From an optimization exercise on the open Yosys and OpenROAD flow, aimed at small area and a short achievable clock period; shortcuts taken in it are not production practice. The RTL was checked by simulation tests, not by an equivalence proof against the original design. Power is estimated from default activity; no workload was simulated.

[flow/flow/run.sh]
#!/bin/bash
# The standard layout (standard.sh: the standard flow's synthesis and ORFS flow) with two
# changes:
#  - the port buffers that placement inserts on every input and output are
#    sky130_fd_sc_hd__buf_1 instead of the default buffer cell;
#  - clock tree synthesis uses clkbuf_4 buffers under a clkbuf_16 root and adds
#    no dummy loads for balancing (the rest as config.mk's CTS settings).
# make's full output goes to standard.log; ORFS keeps each tool's log under
# orfs/logs.
set -euo pipefail
export BUFFER_PORTS_ARGS="-buffer_cell sky130_fd_sc_hd__buf_1"
export CTS_ARGS="-sink_clustering_enable -repair_clock_nets -sink_clustering_size 30 -sink_clustering_max_diameter 100 -buf_list sky130_fd_sc_hd__clkbuf_4 -root_buf sky130_fd_sc_hd__clkbuf_16 -dont_use_dummy_load"
bash standard.sh > standard.log 2>&1
[flow/standard.sh]
#!/bin/bash
# synth_recipe.tcl (not shown) runs the flow's synth.tcl, then flattens the netlist and writes it again
# the make line also repeats each setting of config.mk as NAME=value (left out here)
make -C /OpenROAD-flow-scripts/flow DESIGN_CONFIG=/design/flow/config.mk WORK_HOME=/design/flow/orfs CLKGATE_MAP_FILE= SYNTH_SCRIPT=/design/flow/synth_recipe.tcl "${@:-finish}"
[flow/config.mk]
export PLATFORM = sky130hd
export DESIGN_NAME = uart_top
export DESIGN_NICKNAME = uart_top
export VERILOG_FILES = /design/flow/design.v
export SDC_FILE = /design/flow/constraint.sdc
export NUM_CORES = 4
export LEC_CHECK = 0
export CAP_MARGIN = 20
export CORE_MARGIN = 2
export CORE_UTILIZATION = 60
export CTS_BUF_LIST = sky130_fd_sc_hd__clkbuf_4
export CTS_CLUSTER_DIAMETER = 100
export CTS_CLUSTER_SIZE = 30
export PLACE_DENSITY = 0.7
export SLEW_MARGIN = 20
[flow/constraint.sdc]
create_clock -name core_clock -period 120.0 [get_ports {clk}]
set_input_delay 24.0000 -clock core_clock [delete_from_list [all_inputs] [get_ports {clk}]]
set_output_delay 24.0000 -clock core_clock [all_outputs]
set_load 0.01 [all_outputs]
[flow/design.v]
module uart_tx (
    input  wire        rst,
    input  wire        clk,
    input  wire [7:0]  data,
    input  wire [24:0] b,
    input  wire        z,
    input  wire        valid,
    input  wire [1:0]  stop_bits,
    input  wire        parity_en,
    input  wire        parity_type,  
    output wire        ready,
    output wire        tx
);
localparam [1:0] START = 2'd0, DATA = 2'd1, PARITY = 2'd2, STOP = 2'd3;
reg [1:0]  state;
reg [8:0]  shift_reg;    
reg        parity_bit;
reg [2:0]  ph;           
reg        valid_prev;
reg        rdy;          
reg        busy_o;       
reg        tx_n;         
assign ready = ~busy_o;
assign tx    = ~tx_n;
wire   busy  = ~rdy;
reg [24:0] d;
reg        neg;
wire last = busy & neg & ~z;    
reg tick;
reg fb;
always @(*) begin
    tick = 1'b1;
    fb   = 1'b0;
    if (state == STOP) begin
        case ({parity_en, stop_bits})
            3'b100:         begin tick = 1'b1;                     fb = 1'b0;             end  
            3'b101, 3'b000: begin tick = ph[0];                    fb = ~ph[0];           end  
            3'b110:         begin tick = ~ph[0];                   fb = ~(ph[1] | ph[0]); end  
            3'b001:         begin tick = ph[1];                    fb = ~(ph[1] | ph[0]); end  
            default:        begin tick = ~ph[1] & (ph[0] | ph[2]); fb = ~(ph[2] | ph[1]); end  
        endcase
    end
end
wire        reload = ~busy | last;
wire [24:0] d_next;
wire        neg_next;
uart_acc acc (
    .d(d), .load(reload), .b(b), .sub1(~reload & tick), .sub2(reload),
    .q(d_next), .neg(neg_next)
);
wire start = ~busy & valid & ~valid_prev;
always @(posedge clk or posedge rst) begin
    if (rst) begin
        tx_n       <= 1'b0;
        busy_o     <= 1'b0;
        rdy        <= 1'b1;
        valid_prev <= 1'b0;
    end else begin
        valid_prev <= valid;
        if (!busy) begin
            tx_n <= 1'b0;
            if (start) begin
                busy_o <= 1'b1;
                rdy    <= 1'b0;
            end
        end else begin
            case (state)
                START:   tx_n <= 1'b1;
                DATA:    tx_n <= ~shift_reg[0];
                PARITY:  tx_n <= ~parity_bit;
                default: tx_n <= 1'b0;
            endcase
            if (last && state == STOP) begin
                busy_o <= 1'b0;
                rdy    <= 1'b1;
            end
        end
    end
end
always @(posedge clk) begin
    d   <= d_next;
    neg <= neg_next;
    if (!busy) state <= START;
    else if (last) begin
        case (state)
            START:   state <= DATA;
            DATA:    if (shift_reg[8:2] == 7'd0) state <= parity_en ? PARITY : STOP;
            PARITY:  state <= STOP;
            default: ;
        endcase
    end
    if (!busy) begin
        ph <= 3'd0;
        if (start) begin
            shift_reg  <= {1'b1, data};
            parity_bit <= parity_type;
        end
    end else if (last) begin
        if (state == DATA) begin
            shift_reg  <= {1'b0, shift_reg[8:1]};
            parity_bit <= parity_bit ^ shift_reg[0];
        end
    end else if (state == STOP) begin
        ph <= {ph[1:0], fb};
    end
end
endmodule
module uart_rx (
    input  wire        rst,
    input  wire        clk,
    input  wire        rx,
    input  wire [24:0] b,
    input  wire        z,
    input  wire        valid,
    input  wire [1:0]  stop_bits,
    input  wire        parity_en,
    input  wire        parity_type,
    output reg         parity_valid,
    output wire        ready,
    output reg  [7:0]  rx_data
);
localparam [2:0] IDLE = 3'd0, START = 3'd1, DATA = 3'd2, PARITY = 3'd3, STOP = 3'd4;
reg [2:0]  state;
reg [3:0]  j;            
reg        parity_bit;
reg        parity_calc;
reg        rx_prev;
reg        busy_o;       
assign ready = ~busy_o;
reg [24:0] d;
reg        neg;
reg tick;
reg fb;
always @(*) begin
    tick = 1'b1;
    fb   = 1'b0;
    if (state == STOP) begin
        case (stop_bits)
            2'd1:    begin tick = j[0];  fb = ~j[0];          end  
            2'd2:    begin tick = ~j[0]; fb = ~(j[1] | j[0]); end  
            default: begin tick = 1'b1;  fb = 1'b0;           end  
        endcase
    end
end
wire [7:0] at = {~j[2] & j[3], ~j[1] & j[2], ~j[0] & j[1], j[3] & j[0],
                 j[2] & ~j[3], j[1] & ~j[2], j[0] & ~j[1], ~j[3] & ~j[0]};
wire in_start = (state == START);
wire idle     = (state == IDLE);
wire last     = neg & ~z & ~idle;
wire [26:0] x = idle ? {2'b00, b} : last ? 27'd0 : {2'b00, d};
wire [26:0] y = (idle | in_start | last) ? {1'b0, b, 1'b0} : tick ? {2'b00, b} : 27'd0;
wire [27:0] c;
assign c[0] = 1'b0;
genvar i;
generate
    for (i = 0; i < 27; i = i + 1) begin : g
        assign c[i+1] = (x[i] & y[i]) | (x[i] & c[i]) | (y[i] & c[i]);
    end
endgenerate
wire [26:0] s = x ^ y ^ c[26:0];
wire [24:0] d_next   = s[24:0];
localparam [26:0] K = 27'd109217727;
wire [27:0] gc;
assign gc[0] = 1'b0;
generate
    for (i = 0; i < 27; i = i + 1) begin : g_gt
        assign gc[i+1] = K[i] ? (s[i] | gc[i]) : (s[i] & gc[i]);
    end
endgenerate
wire        neg_next = gc[27];
always @(posedge clk or posedge rst) begin
    if (rst) begin
        state       <= IDLE;
        rx_data     <= 8'd0;
        busy_o      <= 1'b0;
        parity_bit  <= 1'b0;
        parity_calc <= 1'b0;
        rx_prev     <= 1'b1;
    end else begin
        rx_prev <= rx;
        case (state)
            IDLE: begin
                busy_o  <= 1'b0;
                rx_data <= 8'd0;
                if (valid && rx_prev && !rx) begin
                    state       <= START;
                    parity_calc <= 1'b0;
                    busy_o      <= 1'b1;
                end
            end
            START: if (last) state <= (valid && !rx) ? DATA : IDLE;
            DATA: if (last) begin
                if (valid) begin
                    rx_data     <= rx_data | ({8{rx}} & at);
                    parity_calc <= parity_calc ^ rx;
                end
                if (at[7]) state <= parity_en ? PARITY : STOP;
            end
            PARITY: if (last) begin
                if (valid) parity_bit <= rx;
                state <= STOP;
            end
            default: if (last) begin
                state  <= IDLE;
                busy_o <= 1'b0;
            end
        endcase
    end
end
always @(posedge clk) begin
    parity_valid <= ~parity_en | (parity_calc ^ parity_bit ^ ~parity_type);  
    d   <= d_next;
    neg <= neg_next;
    if (idle || in_start) j <= 4'd0;
    else if (state == DATA) begin
        if (last) j <= {j[2:0], ~j[3]};
    end else if (state == STOP) begin
        if (!last) j <= {j[3:2], j[0], fb};
    end
end
endmodule
module uart_top (
    input  wire        clk,
    input  wire        rst,
    input  wire [31:0] baudrate,
    input  wire [1:0]  stop_bits,
    input  wire        parity_en,
    input  wire        parity_type,
    input  wire [7:0]  tx_data,
    input  wire        tx_valid,
    output wire        tx_ready,
    output wire        tx,
    input  wire        rx,
    input  wire        rx_valid,
    output wire        rx_ready,
    output wire [7:0]  rx_data,
    output wire        rx_parity_valid
);
reg [24:0] b;        
reg        b_hi;     
reg [1:0]  sb;
reg        pe;
always @(posedge clk) begin
    b    <= baudrate[24:0];
    b_hi <= |baudrate[31:25];
    sb   <= stop_bits;
    pe   <= parity_en;
end
wire z = b_hi | (b > 25'd25000000);
uart_tx u_tx (
    .rst(rst), .clk(clk), .data(tx_data), .b(b), .z(z), .valid(tx_valid),
    .stop_bits(sb), .parity_en(pe), .parity_type(parity_type),
    .ready(tx_ready), .tx(tx)
);
uart_rx u_rx (
    .rst(rst), .clk(clk), .rx(rx), .b(b), .z(z), .valid(rx_valid),
    .stop_bits(sb), .parity_en(pe), .parity_type(parity_type),
    .parity_valid(rx_parity_valid), .ready(rx_ready), .rx_data(rx_data)
);
endmodule
module uart_acc (
    input  wire [24:0] d,
    input  wire        load,
    input  wire [24:0] b,
    input  wire        sub1,
    input  wire        sub2,
    output wire [24:0] q,
    output wire        neg
);
localparam [24:0] E0 = 25'd8554431;    
wire [26:0] x = {2'b11, load ? E0 : d};
wire [26:0] y = (sub1 ? {2'b00, b} : 27'd0) | (sub2 ? {1'b0, b, 1'b0} : 27'd0);
wire [27:0] c;
assign c[0] = 1'b0;
genvar i;
generate
    for (i = 0; i < 27; i = i + 1) begin : g
        assign c[i+1] = (x[i] & y[i]) | (x[i] & c[i]) | (y[i] & c[i]);
    end
endgenerate
wire [26:0] s = x ^ y ^ c[26:0];
assign q   = s[24:0];
assign neg = ~s[26];
endmodule
==> impl_metrics.sql, run 1 <==
INSERT INTO impl_metrics (metric_group, metric, value, unit) VALUES
('logic_synthesis', 'synth.top_cells.by_count', 'sky130_fd_sc_hd__nand2_1, sky130_fd_sc_hd__dfxtp_1, sky130_fd_sc_hd__fa_1', ''),
('logic_synthesis', 'ys_dominant_reg_cell', 'sky130_fd_sc_hd__dfxtp_1', ''),
('global_routing', 'grt.met3_usage', '6.08', '%'),
('logic_synthesis', 'sequential_fraction_of_the_synthesis_area', '43.1', '%'),
('place', 'port_buffers', '60', ''),
('power_and_ir_drop', 'max_ir_drop_vdd', '0.0154', 'mV'),
('routing', 'totalWireLength', '12200', 'µm'),
('routing', 'first_iter_violations', '234', ''),
('setup_path', 'crit_path_start_kind', 'input port', ''),
('routing', 'first_pass_iters', '9', ''),
('power_and_ir_drop', 'power.density', '22.4', 'nW/µm²'),
('die', 'initial_utilization', '61.7', '%'),
('final_layout', 'finish.net_count', '772', ''),
('power_and_ir_drop', 'sequentialPowerShare', '39.5', '%'),
('power_and_ir_drop', 'cellInternalPower', '0.0000904', 'W'),
('setup_path', 'rrSetupSlack', '107.62', 'ns'),
('power_and_ir_drop', 'p_leak', '2.79', 'nW'),
('logic_synthesis', 'synth-edff-count', '10', ''),
('clocking', 'post_cts_repair_resize_count', '0', ''),
('sta', 'finalMaxSlewViolations', '0', ''),
('clocking', 'numCtsBuffers', '17', ''),
('die', 'placementRows', '36', ''),
('final_layout', 'final-instance-count-excl-fill', '794', ''),
('routing', 'antenna_violating_nets_post_route', '0', ''),
('global_routing', 'first_global_vias', '4476', ''),
('outcome', 'outcome', 'no timing/DRC/antenna violations', ''),
('clocking', 'clock_root_cell', 'sky130_fd_sc_hd__clkbuf_16', ''),
('clocking', 'postCtsSetupRepairBufs', '0', ''),
('logic_synthesis', 'synth.avg_cell_area', '9.90', 'µm²'),
('final_layout', 'flow.area_growth_from_synthesis', '8.07', '%'),
('routing', 'drt_drc_violations_left', '0', ''),
('power_and_ir_drop', 'power.switching_fraction', '38.0', '%'),
('die', 'core-area', '9770', 'µm²'),
('global_routing', 'grt_start_max_net_pins', '34', ''),
('clocking', 'clk_path_buf_depth', '2', ''),
('logic_synthesis', 'synth_largest_type_area_fraction', '30.2', '%'),
('power_and_ir_drop', 'combinational_cell_fraction_of_total_power', '47.0', '%'),
('global_routing', 'antenna_violations_before_repair', '0', ''),
('final_layout', 'diodes', '0', ''),
('power_and_ir_drop', 'power.switching', '0.0000555', 'W'),
('die', 'design.portCount', '61', ''),
('logic_synthesis', 'netlist_area', '6030', 'µm²'),
('worst_hold_path', 'hold_class', 'register to register', ''),
('global_routing', 'busiest_layer', 'met2', ''),
('sta', 'worst_hold_slack', '0.474', 'ns'),
('setup_path', 'worstPathArrival', '25.27', 'ns'),
('logic_synthesis', 'post_synth_main_area_contributors', 'sky130_fd_sc_hd__dfxtp_1, sky130_fd_sc_hd__fa_1, sky130_fd_sc_hd__dfrtp_1', ''),
('place', 'placed_cells', '777', ''),
('clocking', 'clk_latency', '0.36', 'ns'),
('global_routing', 'overflow_left_after_global_routing', '0', ''),
('final_layout', 'top_regs', 'b (25), u_rx.d (25), u_tx.d (25)', ''),
('logic_synthesis', 'yosysTopAreaCell', 'sky130_fd_sc_hd__dfxtp_1', ''),
('routing', 'vias', '4450', ''),
('clocking', 'cts-hold-fix-buffers', '0', ''),
('sta', 'final.setup.tns', '0', 'ns'),
('sta', 'unrepaired_setup_endpoints_after_global_routing', 'false', ''),
('sta', 'layout_min_cycle_time', '24.98', 'ns'),
('logic_synthesis', 'synthesis.nets', '718', ''),
('global_routing', 'grt_use_met2', '40.6', '%'),
('sta', 'clock-skew-final', '0.0375', 'ns'),
('place', 'weighted_congestion_at_the_end_of_routability_driven_global_placement', '0.811', ''),
('sta', 'layout_worst_path_cycle_share', '20.8', '%'),
('sta', 'timing.slew.headroom', '34.1', '%'),
('clocking', 'cts_tree', 'built', ''),
('global_routing', 'grt.met1_usage', '33.1', '%'),
('setup_path', 'critPathKind', 'input port to register', ''),
('die', 'fp.dieW', '104', 'µm'),
('clocking', 'clkTransAtPathRegs', '0.10', 'ns'),
('logic_synthesis', 'yosysWarnings', '3', ''),
('logic_synthesis', 'post_synth_inst_count', '609', ''),
('setup_path', 'required', '120.29', 'ns');
[power by group through the flow]
stage               registers, W   logic, W  clock network (W)
floorplan              0.0000567  0.0000512                  0
global placement       0.0000581  0.0000636                  0
detailed placement     0.0000584  0.0000678                  0
CTS                    0.0000576  0.0000687          0.0000202
global route           0.0000588  0.0000800          0.0000225
finish                 0.0000576  0.0000686          0.0000197
[metal layers]
layer	up-vias	part of all wire, %
met2	84	50
met3	12	3.5
met1	2194	45
met5	-	0
met4	0	1.1
li1	2160	-
[cell type report]
type	count	area, µm²
flip-flops and latches	120	2600
inverters	46	173
multi-input cells	411	3160
repair buffers	67	278
well taps	133	166
fillers	818	3260
clock buffers	17	145
[cell families after synthesis]
logic type	after synthesis	share of synthesized area, %
AOI/OAI and AO/OA	120	13.3
xor gates and xnor gates	3	0.436
adders and majority gates	60	18.4
buffers and inverters	78	4.98
DFF	120	43.1
muxes	14	2.53
and+or+nand+nor	214	17.2
[final timing paths]
path / startpoint / to / cells past startpoint
min in group asynchronous: rst / u_rx.rx_data[6] / 2
min: u_tx.ph[2] / u_tx.ph[2] / 2
max in group asynchronous: rst / u_rx.rx_data[2] / 2
max: rx / u_rx.rx_data[1] / 7
max reg2reg: b[24] / u_rx.neg / 40
min reg2reg: u_tx.ph[2] / u_tx.ph[2] / 2
[placed cells by master (no fill, tap or decap), types with 12 or more instances in the layout]
cell type and n:
sky130_fd_sc_hd__dfxtp_1 91, sky130_fd_sc_hd__buf_1 60, sky130_fd_sc_hd__a22o_1 24, sky130_fd_sc_hd__dfrtp_1 17, sky130_fd_sc_hd__clkbuf_4 16, sky130_fd_sc_hd__nor2_1 16
sky130_fd_sc_hd__inv_1 46, sky130_fd_sc_hd__and3_1 13, sky130_fd_sc_hd__nand3_1 22, sky130_fd_sc_hd__fa_1 48, sky130_fd_sc_hd__ha_1 12, sky130_fd_sc_hd__nand2_1 105
sky130_fd_sc_hd__o21ai_0 29, sky130_fd_sc_hd__a21oi_1 29, sky130_fd_sc_hd__nand2b_1 23
[critical path: cells and delay by family]
family                 cells  cell delay [ns]
buffers and inverters      2             0.41
AND/OR/NAND/NOR            3             0.39
AO/OA/AOI/OAI              2             0.48
[stage by stage]
| step | instance area (µm²) | utilization, % | total power (W) |
|---|---|---|---|
| detailed placement | 6370 | 65.2 | 0.000126 |
| CTS | 6520 | 66.7 | 0.000147 |
| finish | 6520 | 66.7 | 0.000146 |
| global route | 6520 | 66.7 | 0.000161 |
| global placement | 6370 | 65.2 | 0.000122 |
| floorplan | 6030 | - | 0.000108 |
==> inputs of run 2 (changes only) <==
==> flow/flow/run.sh (replaced) <==
#!/bin/bash
# The standard layout (standard.sh: the standard flow's synthesis and ORFS flow) with two
# changes:
#  - the port buffers that placement inserts on every input and output are
#    sky130_fd_sc_hd__buf_1 instead of the default buffer cell;
set -euo pipefail
export BUFFER_PORTS_ARGS="-buffer_cell sky130_fd_sc_hd__buf_1"
export CTS_ARGS="-sink_clustering_enable -repair_clock_nets -sink_clustering_size 30 -sink_clustering_max_diameter 100 -buf_list sky130_fd_sc_hd__clkbuf_4 -dont_use_dummy_load"
bash standard.sh > standard.log 2>&1
==> run 2 against run 1 <==
  * Still clean
  * Sequential power is essentially flat
  * Final area down 0.27%
  * Worst hold slack better by 0.0071 ns
  * Synthesized cell count unchanged
  * Die area stayed put
  * Combinational power hardly changed
  * Total power down 1.1%
  * Clock power fell by 7%
  * Sequential share of layout area is 0.11 points higher
  * Critical endpoint is now tx_ready
  * Largest cell class unchanged
==> impl_metrics.sql, run 2 <==
INSERT INTO impl_metrics (metric_group, metric, value, unit) VALUES
('power_and_ir_drop', 'combinational_cell_fraction_of_total_power', '47.3', '%'),
('clocking', 'cts_htree_levels', '4', ''),
('logic_synthesis', 'synth.top_cells.by_count', 'sky130_fd_sc_hd__nand2_1, sky130_fd_sc_hd__dfxtp_1, sky130_fd_sc_hd__fa_1', ''),
('final_layout', 'top_regs', 'b (25), u_rx.d (25), u_tx.d (25)', ''),
('setup_path', 'crit_chain', 'inv_1 -> buf_1', ''),
('setup_path', 'critPathKind', 'register to output pin', ''),
('logic_synthesis', 'synth_largest_type_area_fraction', '30.2', '%'),
('logic_synthesis', 'dominant_cell_by_count_in_the_synthesized_netlist', 'sky130_fd_sc_hd__nand2_1', ''),
('worst_hold_path', 'hold_class', 'register to register', ''),
('final_layout', 'final.fill_count', '818', ''),
('clocking', 'postCtsSetupRepairBufs', '0', ''),
('logic_synthesis', 'post_synth_main_area_contributors', 'sky130_fd_sc_hd__dfxtp_1, sky130_fd_sc_hd__fa_1, sky130_fd_sc_hd__dfrtp_1', ''),
('clocking', 'clk_path_buf_depth', '2', ''),
('final_layout', 'diodes', '0', ''),
('power_and_ir_drop', 'p_clk_share', '12.7', '%'),
('setup_path', 'critical_path.endpoint_type', 'output pin', ''),
('sta', 'tightest_slew', '0.962', 'ns'),
('setup_path', 'critical_path.max_fanout', '2', ''),
('global_routing', 'grtUsageTotal', '24.7', '%'),
('global_routing', 'grt_start_max_net_pins', '34', ''),
('place', 'postPlaceCellArea', '6370', 'µm²'),
('run', 'maxCapViolCount', '0', ''),
('sta', 'maxClockFrequency', '39.9', 'MHz'),
('final_layout', 'layout_commonest_cell', 'sky130_fd_sc_hd__nand2_1', ''),
('routing', 'first_iter_violations', '189', ''),
('routing', 'via_per_inst', '5.63', ''),
('die', 'placementRows', '36', ''),
('die', 'die_height', '104', 'µm'),
('power_and_ir_drop', 'cellInternalPower', '0.0000891', 'W'),
('logic_synthesis', 'synth-edff-count', '10', ''),
('global_routing', 'antenna_violations_before_repair', '0', ''),
('power_and_ir_drop', 'p_leak', '2.78', 'nW'),
('sta', 'final.setup.tns', '0', 'ns'),
('die', 'core-area', '9770', 'µm²'),
('outcome', 'outcome', 'no timing/DRC/antenna violations', ''),
('die', 'fp.dieW', '104', 'µm'),
('setup_path', 'timing.critical_path.max_delay_family', 'flip-flops', ''),
('power_and_ir_drop', 'power.switching', '0.0000552', 'W'),
('sta', 'worst_hold_slack', '0.481', 'ns'),
('clocking', 'post_cts_repair_resize_count', '0', ''),
('die', 'design.die.area', '10900', 'µm²'),
('final_layout', 'layout.cells.most_common_list', 'sky130_fd_sc_hd__nand2_1, sky130_fd_sc_hd__dfxtp_1, sky130_fd_sc_hd__buf_1', ''),
('power_and_ir_drop', 'sequentialPowerShare', '40.0', '%'),
('sta', 'layout_worst_path_cycle_share', '20.9', '%'),
('setup_path', 'worst_path_bufs_invs', '2', ''),
('sta', 'unrepaired_setup_endpoints_after_global_routing', 'false', ''),
('final_layout', 'post_route_cells_drive_above_1_share', '6.20', '%'),
('clocking', 'clock_sink_count', '120', ''),
('place', 'weighted_congestion_at_the_end_of_routability_driven_global_placement', '0.811', ''),
('logic_synthesis', 'netlist_area', '6030', 'µm²'),
('logic_synthesis', 'yosysWarnings', '3', ''),
('setup_path', 'worstPathArrival', '1.06', 'ns'),
('sta', 'final-hold-violation-count', '0', ''),
('global_routing', 'overflow_left_after_global_routing', '0', ''),
('final_layout', 'flow.area_growth_from_synthesis', '7.78', '%'),
('clocking', 'clock_root_cell', 'sky130_fd_sc_hd__clkbuf_4', ''),
('routing', 'antenna_violating_nets_post_route', '0', ''),
('clocking', 'numCtsBuffers', '17', ''),
('setup_path', 'required', '96.00', 'ns'),
('clocking', 'cts-hold-fix-buffers', '0', ''),
('die', 'initial_utilization', '61.7', '%'),
('sta', 'clock-skew-final', '0.0381', 'ns'),
('sta', 'finalMaxSlewViolations', '0', ''),
('sta', 'timing.slew.headroom', '35.6', '%'),
('routing', 'wl_per_cell', '15.3', 'µm'),
('logic_synthesis', 'sequential_fraction_of_the_synthesis_area', '43.1', '%'),
('setup_path', 'timing.critical_path.slowest_cell_delay', '0.39', 'ns'),
('global_routing', 'grt_pass1_wl', '21600', 'µm'),
('sta', 'report.final.setup_viol', '0', ''),
('routing', 'drt_drc_violations_left', '0', ''),
('power_and_ir_drop', 'max_ir_drop_vdd', '0.0153', 'mV'),
('die', 'design.portCount', '61', ''),
('global_routing', 'first_global_vias', '4495', ''),
('power_and_ir_drop', 'power.density', '22.2', 'nW/µm²'),
('power_and_ir_drop', 'power.switching_fraction', '38.2', '%'),
('logic_synthesis', 'synth.avg_cell_area', '9.90', 'µm²'),
('logic_synthesis', 'synthesis.nets', '718', ''),
('logic_synthesis', 'postSynthRegisterBits', '120', ''),
('logic_synthesis', 'yosysTopAreaCell', 'sky130_fd_sc_hd__dfxtp_1', ''),
('final_layout', 'finish.net_count', '772', ''),
('sta', 'layout_min_cycle_time', '25.06', 'ns'),
('routing', 'vias', '4472', ''),
('clocking', 'clk_latency', '0.50', 'ns'),
('logic_synthesis', 'post_synth_inst_count', '609', ''),
('logic_synthesis', 'ys_dominant_reg_cell', 'sky130_fd_sc_hd__dfxtp_1', ''),
('logic_synthesis', 'synth.distinct_cells', '61', ''),
('clocking', 'cts_tree', 'built', ''),
('setup_path', 'crit_path_start_kind', 'register', ''),
('final_layout', 'post-route-cell-area', '6500', 'µm²'),
('place', 'detailedPlacementHpwl', '8580', 'µm'),
('logic_synthesis', 'synth-async-reset-ratio', '15.8', '%'),
('setup_path', 'cpMaxStageDelayCell', 'sky130_fd_sc_hd__dfrtp_1', ''),
('place', 'port_buffers', '60', ''),
('routing', 'first_pass_iters', '14', ''),
('routing', 'totalWireLength', '12200', 'µm'),
('clocking', 'clkTransAtPathRegs', '0.07', 'ns');
## run 2: path summary, 6_finish.rpt
path	from	slack, ns	depth (start not counted)	endpoint
min	u_tx.ph[2]	0.48	2	u_tx.ph[2]
max in group asynchronous	rst	95.94	2	u_rx.rx_data[2]
min in group asynchronous	rst	23.58	2	u_rx.rx_data[6]
max reg2reg	b[24]	107.63	40	u_rx.neg
max	u_tx.busy_o	94.94	2	tx_ready
min reg2reg	u_tx.ph[2]	0.48	2	u_tx.ph[2]
## run 2: cells by family after synthesis
family	after synthesis	synth area share [%]
xor+xnor	3	0.436
fa+ha+maj	60	18.4
compound gates	120	13.3
buf+inv	78	4.98
simple gates	214	17.2
mux	14	2.53
flops	120	43.1
## run 2: worst min-delay path: stages, from the launching register on
cell and delay, ns:
sky130_fd_sc_hd__dfxtp_1 0.33, sky130_fd_sc_hd__nand2_1 0.06, sky130_fd_sc_hd__mux2i_1 0.05
## run 2: power groups by stage
stage	clock network (W)	registers, W	logic (W)
floorplan	0	0.0000567	0.0000512
global placement	0	0.0000581	0.0000636
detailed placement	0	0.0000584	0.0000678
CTS	0.0000189	0.0000576	0.0000687
global route	0.0000212	0.0000588	0.0000800
finish	0.0000183	0.0000577	0.0000683
## run 2: layer usage
metal / up-vias / routed length [µm] / GRT usage (%)
li1: 2165 / - / -
met5: - / 0 / 0
met3: 13 / 616 / 6.02
met2: 123 / 6050 / 39.7
met4: 0 / 159 / 8.49
met1: 2171 / 5350 / 33.0
## run 2: stage by stage
| stage | setup slack [ns] | total power [W] | cells | util, % |
|---|---|---|---|---|
| global placement | 94.72 | 0.000122 | 777 | 65.2 |
| floorplan | 94.51 | 0.000108 | 609 | - |
| global route | 94.81 | 0.000160 | 794 | 66.5 |
| finish | 94.94 | 0.000144 | 794 | 66.5 |
| detailed placement | 94.65 | 0.000126 | 777 | 65.2 |
| CTS | 94.90 | 0.000145 | 794 | 66.5 |
## run 2: layout make-up
class,count,area [µm²],area share [%]
timing repair buffer,67,278,4.27
inverter,46,173,2.66
multi-input combinational,411,3160,48.6
sequential,120,2600,40.0
tap,133,166,2.56
clock buffer,17,128,1.96
==> inputs of run 3 (changes only) <==
--- a/flow/design.v
+++ b/flow/design.v
@@ -16,5 +16,5 @@
 reg [8:0]  shift_reg;    
 reg        parity_bit;
-reg [2:0]  ph;           
+wire [2:0] ph = shift_reg[3:1];
 reg        valid_prev;
 reg        rdy;          
@@ -91,5 +91,4 @@
     end
     if (!busy) begin
-        ph <= 3'd0;
         if (start) begin
             shift_reg  <= {1'b1, data};
@@ -102,5 +101,5 @@
         end
     end else if (state == STOP) begin
-        ph <= {ph[1:0], fb};
+        shift_reg[3:1] <= {ph[1:0], fb};
     end
 end
==> run 3 against run 2 <==
  * Worst hold slack improved by 0.021 ns
  * Maximum frequency fell by 0.28%
  * Cell count is 0.25% lower
  * Largest cell class unchanged
  * First-iteration DRC count rose by 38%
  * Global-route usage rose by 0.46 points
  * Critical endpoint is now rx_ready
  * Area after synthesis decreased by 0.71%
  * Critical path type unchanged
  * Register-to-register slack got worse by 0.08 ns
  * Synthesized cell count down 0.33%
==> impl_metrics.sql, run 3 <==
INSERT INTO impl_metrics (metric_group, metric, value, unit) VALUES
('routing', 'wl_per_cell', '16.0', 'µm'),
('global_routing', 'grt_pass1_wl', '21800', 'µm'),
('sta', 'layout_min_cycle_time', '25.13', 'ns'),
('global_routing', 'overflow_left_after_global_routing', '0', ''),
('power_and_ir_drop', 'max_ir_drop_vdd', '0.0111', 'mV'),
('routing', 'first_pass_iters', '5', ''),
('sta', 'final.setup.tns', '0', 'ns'),
('setup_path', 'crit_path_start', 'u_rx.busy_o', ''),
('clocking', 'clock_sink_count', '117', ''),
('final_layout', 'top_regs', 'b (25), u_rx.d (25), u_tx.d (25)', ''),
('die', 'placementRows', '36', ''),
('die', 'design.die.area', '10800', 'µm²'),
('clocking', 'postCtsSetupRepairBufs', '0', ''),
('final_layout', 'post_route_cells_drive_above_1_share', '5.61', '%'),
('final_layout', 'final.fill_count', '851', ''),
('die', 'die_height', '104', 'µm'),
('place', 'detailedPlacementHpwl', '9010', 'µm'),
('place', 'pre_cts_ws', '94.15', 'ns'),
('sta', 'finalWorstSetupSlack', '94.87', 'ns'),
('clocking', 'cts-hold-fix-buffers', '0', ''),
('routing', 'antenna_violating_nets_post_route', '0', ''),
('die', 'initial_utilization', '61.6', '%'),
('sta', 'layout_worst_path_cycle_share', '20.9', '%'),
('logic_synthesis', 'synth.top_cells.by_count', 'sky130_fd_sc_hd__nand2_1, sky130_fd_sc_hd__dfxtp_1, sky130_fd_sc_hd__fa_1', ''),
('power_and_ir_drop', 'power.density', '14.7', 'nW/µm²'),
('logic_synthesis', 'synthesis.nets', '716', ''),
('global_routing', 'antenna_violations_before_repair', '0', ''),
('setup_path', 'crit_chain', 'inv_1 -> buf_1', ''),
('logic_synthesis', 'yosysTopAreaCell', 'sky130_fd_sc_hd__dfxtp_1', ''),
('routing', 'first_iter_violations', '261', ''),
('routing', 'drt_drc_violations_left', '0', ''),
('setup_path', 'crit_path_start_kind', 'register', ''),
('final_layout', 'layout_commonest_cell', 'sky130_fd_sc_hd__nand2_1', ''),
('logic_synthesis', 'synth.avg_cell_area', '9.87', 'µm²'),
('outcome', 'outcome', 'no timing/DRC/antenna violations', ''),
('routing', 'totalWireLength', '12700', 'µm'),
('setup_path', 'required', '96.00', 'ns'),
('logic_synthesis', 'synth.distinct_cells', '63', ''),
('setup_path', 'cpMaxStageDelayCell', 'sky130_fd_sc_hd__dfrtp_1', ''),
('logic_synthesis', 'sequential_fraction_of_the_synthesis_area', '42.4', '%'),
('setup_path', 'critical_path.endpoint_type', 'output pin', ''),
('logic_synthesis', 'post_synth_main_area_contributors', 'sky130_fd_sc_hd__dfxtp_1, sky130_fd_sc_hd__fa_1, sky130_fd_sc_hd__dfrtp_1', ''),
('logic_synthesis', 'synth_largest_type_area_fraction', '29.4', '%'),
('die', 'fp.dieW', '104', 'µm'),
('die', 'design.portCount', '61', ''),
('final_layout', 'finish.net_count', '770', ''),
('setup_path', 'rr_endpoint', 'u_rx.neg', ''),
('logic_synthesis', 'synth-edff-count', '10', ''),
('clocking', 'numCtsBuffers', '17', ''),
('setup_path', 'worstReg2RegStart', 'b[10]', ''),
('clocking', 'post_cts_repair_resize_count', '0', ''),
('logic_synthesis', 'dominant_cell_by_count_in_the_synthesized_netlist', 'sky130_fd_sc_hd__nand2_1', ''),
('sta', 'finalMaxSlewViolations', '0', ''),
('clocking', 'clk_latency', '0.52', 'ns'),
('sta', 'clock-skew-final', '0.0228', 'ns'),
('global_routing', 'first_global_vias', '4621', ''),
('clocking', 'clk_path_buf_depth', '2', ''),
('place', 'weighted_congestion_at_the_end_of_routability_driven_global_placement', '0.783', ''),
('final_layout', 'layout.cells.most_common_list', 'sky130_fd_sc_hd__nand2_1, sky130_fd_sc_hd__dfxtp_1, sky130_fd_sc_hd__buf_1', ''),
('power_and_ir_drop', 'p_leak', '2.75', 'nW'),
('place', 'port_buffers', '60', ''),
('logic_synthesis', 'postSynthRegisterBits', '117', ''),
('sta', 'report.final.setup_viol', '0', ''),
('sta', 'tightest_slew', '1.08', 'ns'),
('routing', 'via_per_inst', '5.65', ''),
('final_layout', 'diodes', '0', ''),
('die', 'core-area', '9730', 'µm²'),
('sta', 'unrepaired_setup_endpoints_after_global_routing', 'false', ''),
('setup_path', 'critPathKind', 'register to output pin', ''),
('clocking', 'cts_tree', 'built', ''),
('final_layout', 'flow.area_growth_from_synthesis', '7.27', '%'),
('setup_path', 'timing.critical_path.slowest_cell_delay', '0.41', 'ns'),
('sta', 'final-hold-violation-count', '0', ''),
('logic_synthesis', 'netlist_area', '5990', 'µm²'),
('global_routing', 'grt_start_max_net_pins', '34', ''),
('run', 'maxCapViolCount', '0', ''),
('setup_path', 'critical_path.max_fanout', '2', ''),
('logic_synthesis', 'post_synth_inst_count', '607', ''),
('clocking', 'cts_htree_levels', '4', ''),
('setup_path', 'worstPathArrival', '1.13', 'ns'),
('routing', 'vias', '4472', ''),
('sta', 'maxClockFrequency', '39.8', 'MHz'),
('worst_hold_path', 'hold_class', 'register to register', ''),
('setup_path', 'worstSetupEndpoint', 'rx_ready', ''),
('setup_path', 'worst_r2r_path_depth', '41', ''),
('clocking', 'clock_root_cell', 'sky130_fd_sc_hd__clkbuf_4', ''),
('setup_path', 'rrSetupSlack', '107.55', 'ns'),
('logic_synthesis', 'yosysWarnings', '3', ''),
('logic_synthesis', 'synth-async-reset-ratio', '16.2', '%'),
('logic_synthesis', 'ys_dominant_reg_cell', 'sky130_fd_sc_hd__dfxtp_1', ''),
('global_routing', 'grtUsageTotal', '25.2', '%'),
('sta', 'timing.slew.headroom', '27.5', '%'),
('clocking', 'clkTransAtPathRegs', '0.09', 'ns');
## run 3: cell count changes after synthesis, moves of 3 or more
| cell | change |
|---|---|
| sky130_fd_sc_hd__nand2_1 | -3 |
| sky130_fd_sc_hd__mux2_2 | -3 |
| sky130_fd_sc_hd__clkbuf_1 | -7 |
| sky130_fd_sc_hd__nand3_1 | -4 |
| sky130_fd_sc_hd__nor2_1 | +3 |
| sky130_fd_sc_hd__dfxtp_1 | -3 |
| sky130_fd_sc_hd__nor4_1 | -4 |
| sky130_fd_sc_hd__a21o_1 | +4 |
| sky130_fd_sc_hd__o21ai_0 | +3 |
| sky130_fd_sc_hd__buf_2 | +4 |
| sky130_fd_sc_hd__a22o_1 | -3 |
| sky130_fd_sc_hd__nand2b_1 | -4 |
## run 3: critical path, delay by kind of cell, from the launching register on
family	cells	cell delay, ns
buffers and inverters	2	0.22
flip-flops	1	0.41
## run 3: metal layers
metal	wire length [µm]	global-route usage, %	share of wire [%]	vias to the layer above
met1	5590	32.9	44	2190
met4	144	9.75	1.1	0
met3	484	6.52	3.8	16
met2	6450	40.5	51	110
met5	0	0	0	-
li1	-	-	-	2156
## run 3: cells by family after synthesis
kind of cell	after synthesis	share of synthesized area, %
simple gates	208	16.8
compound gates	129	14.3
flops	117	42.4
buf+inv	78	5.33
fa+ha+maj	60	18.6
mux	12	2.15
xor+xnor	3	0.439
## run 3: layout make-up
| type | instances | area (µm²) | area share, % |
|---|---|---|---|
| flip-flops and latches | 117 | 2540 | 39.5 |
| multi-input cells | 412 | 3140 | 48.9 |
| clock buffers | 17 | 128 | 1.99 |
| inverters | 47 | 176 | 2.75 |
| well taps | 133 | 166 | 2.59 |
| repair buffers | 66 | 274 | 4.26 |
## run 3: worst min path at each step
stage                        to  depth (start not counted)              from
6_report        u_rx.rx_data[1]                          2   u_rx.rx_data[1]
5_1_grt        u_rx.parity_calc                          1  u_rx.parity_calc
4_1_cts         u_rx.rx_data[0]                          2   u_rx.rx_data[0]
2_1_floorplan  u_rx.parity_calc                          1  u_rx.parity_calc
3_5_place_dp    u_rx.rx_data[1]                          2   u_rx.rx_data[1]
3_3_place_gp    u_rx.rx_data[4]                          2   u_rx.rx_data[4]
## run 3: metrics by stage
step	util, %	cell area [µm²]	std cells	hold WS (ns)	total power, W
after floorplan	-	5990	607	0.472	0.0000699
after global placement	64.6	6280	774	0.478	0.0000753
after detailed placement	64.7	6290	775	0.486	0.0000773
after CTS	66.0	6420	792	0.504	0.0000958
after global routing	66.0	6420	792	0.554	0.000102
final	66.0	6420	792	0.503	0.0000947
## run 3: report_power, final
group | internal, W | switching (W)
Combinational | 0.0000117 | 0.0000144
Clock | 0.00000645 | 0.0000120
Sequential | 0.0000475 | 0.00000272

## separate check: timing with driven ports
In the flow no input, the clock included, has a driving cell. The finished layouts below were timed again as built, in two steps. Step 1 assumes that a clkbuf_16 drives the clock port and a buf_2 every other input. Step 2 times the ports against the registers' clock, not the clock port: input delays grow and output delays shrink by t, the midpoint of the rising clock arrivals with the driver on. a / b / c = no drivers / after step 1 / after step 2; a / b = the first two.
run	t (ns)	slack for setup (ns)	worst setup path after step 2	clock arrival spread, ns	slew at the worst register clock pin (ns)
run 1	0.379	95.016 / 95.034 / 94.655	input to register	0.037 / 0.038	0.11 / 0.11
run 2	0.511	94.942 / 94.911 / 94.658	input to register	0.038 / 0.038	0.11 / 0.11
run 3	0.538	94.871 / 94.839 / 94.454	input to register	0.023 / 0.023	0.10 / 0.10
After both steps every run listed still meets setup and hold. The setup slack of run 3, which loses most, moves by -0.032 ns with the drivers and by -0.417 ns with both steps.
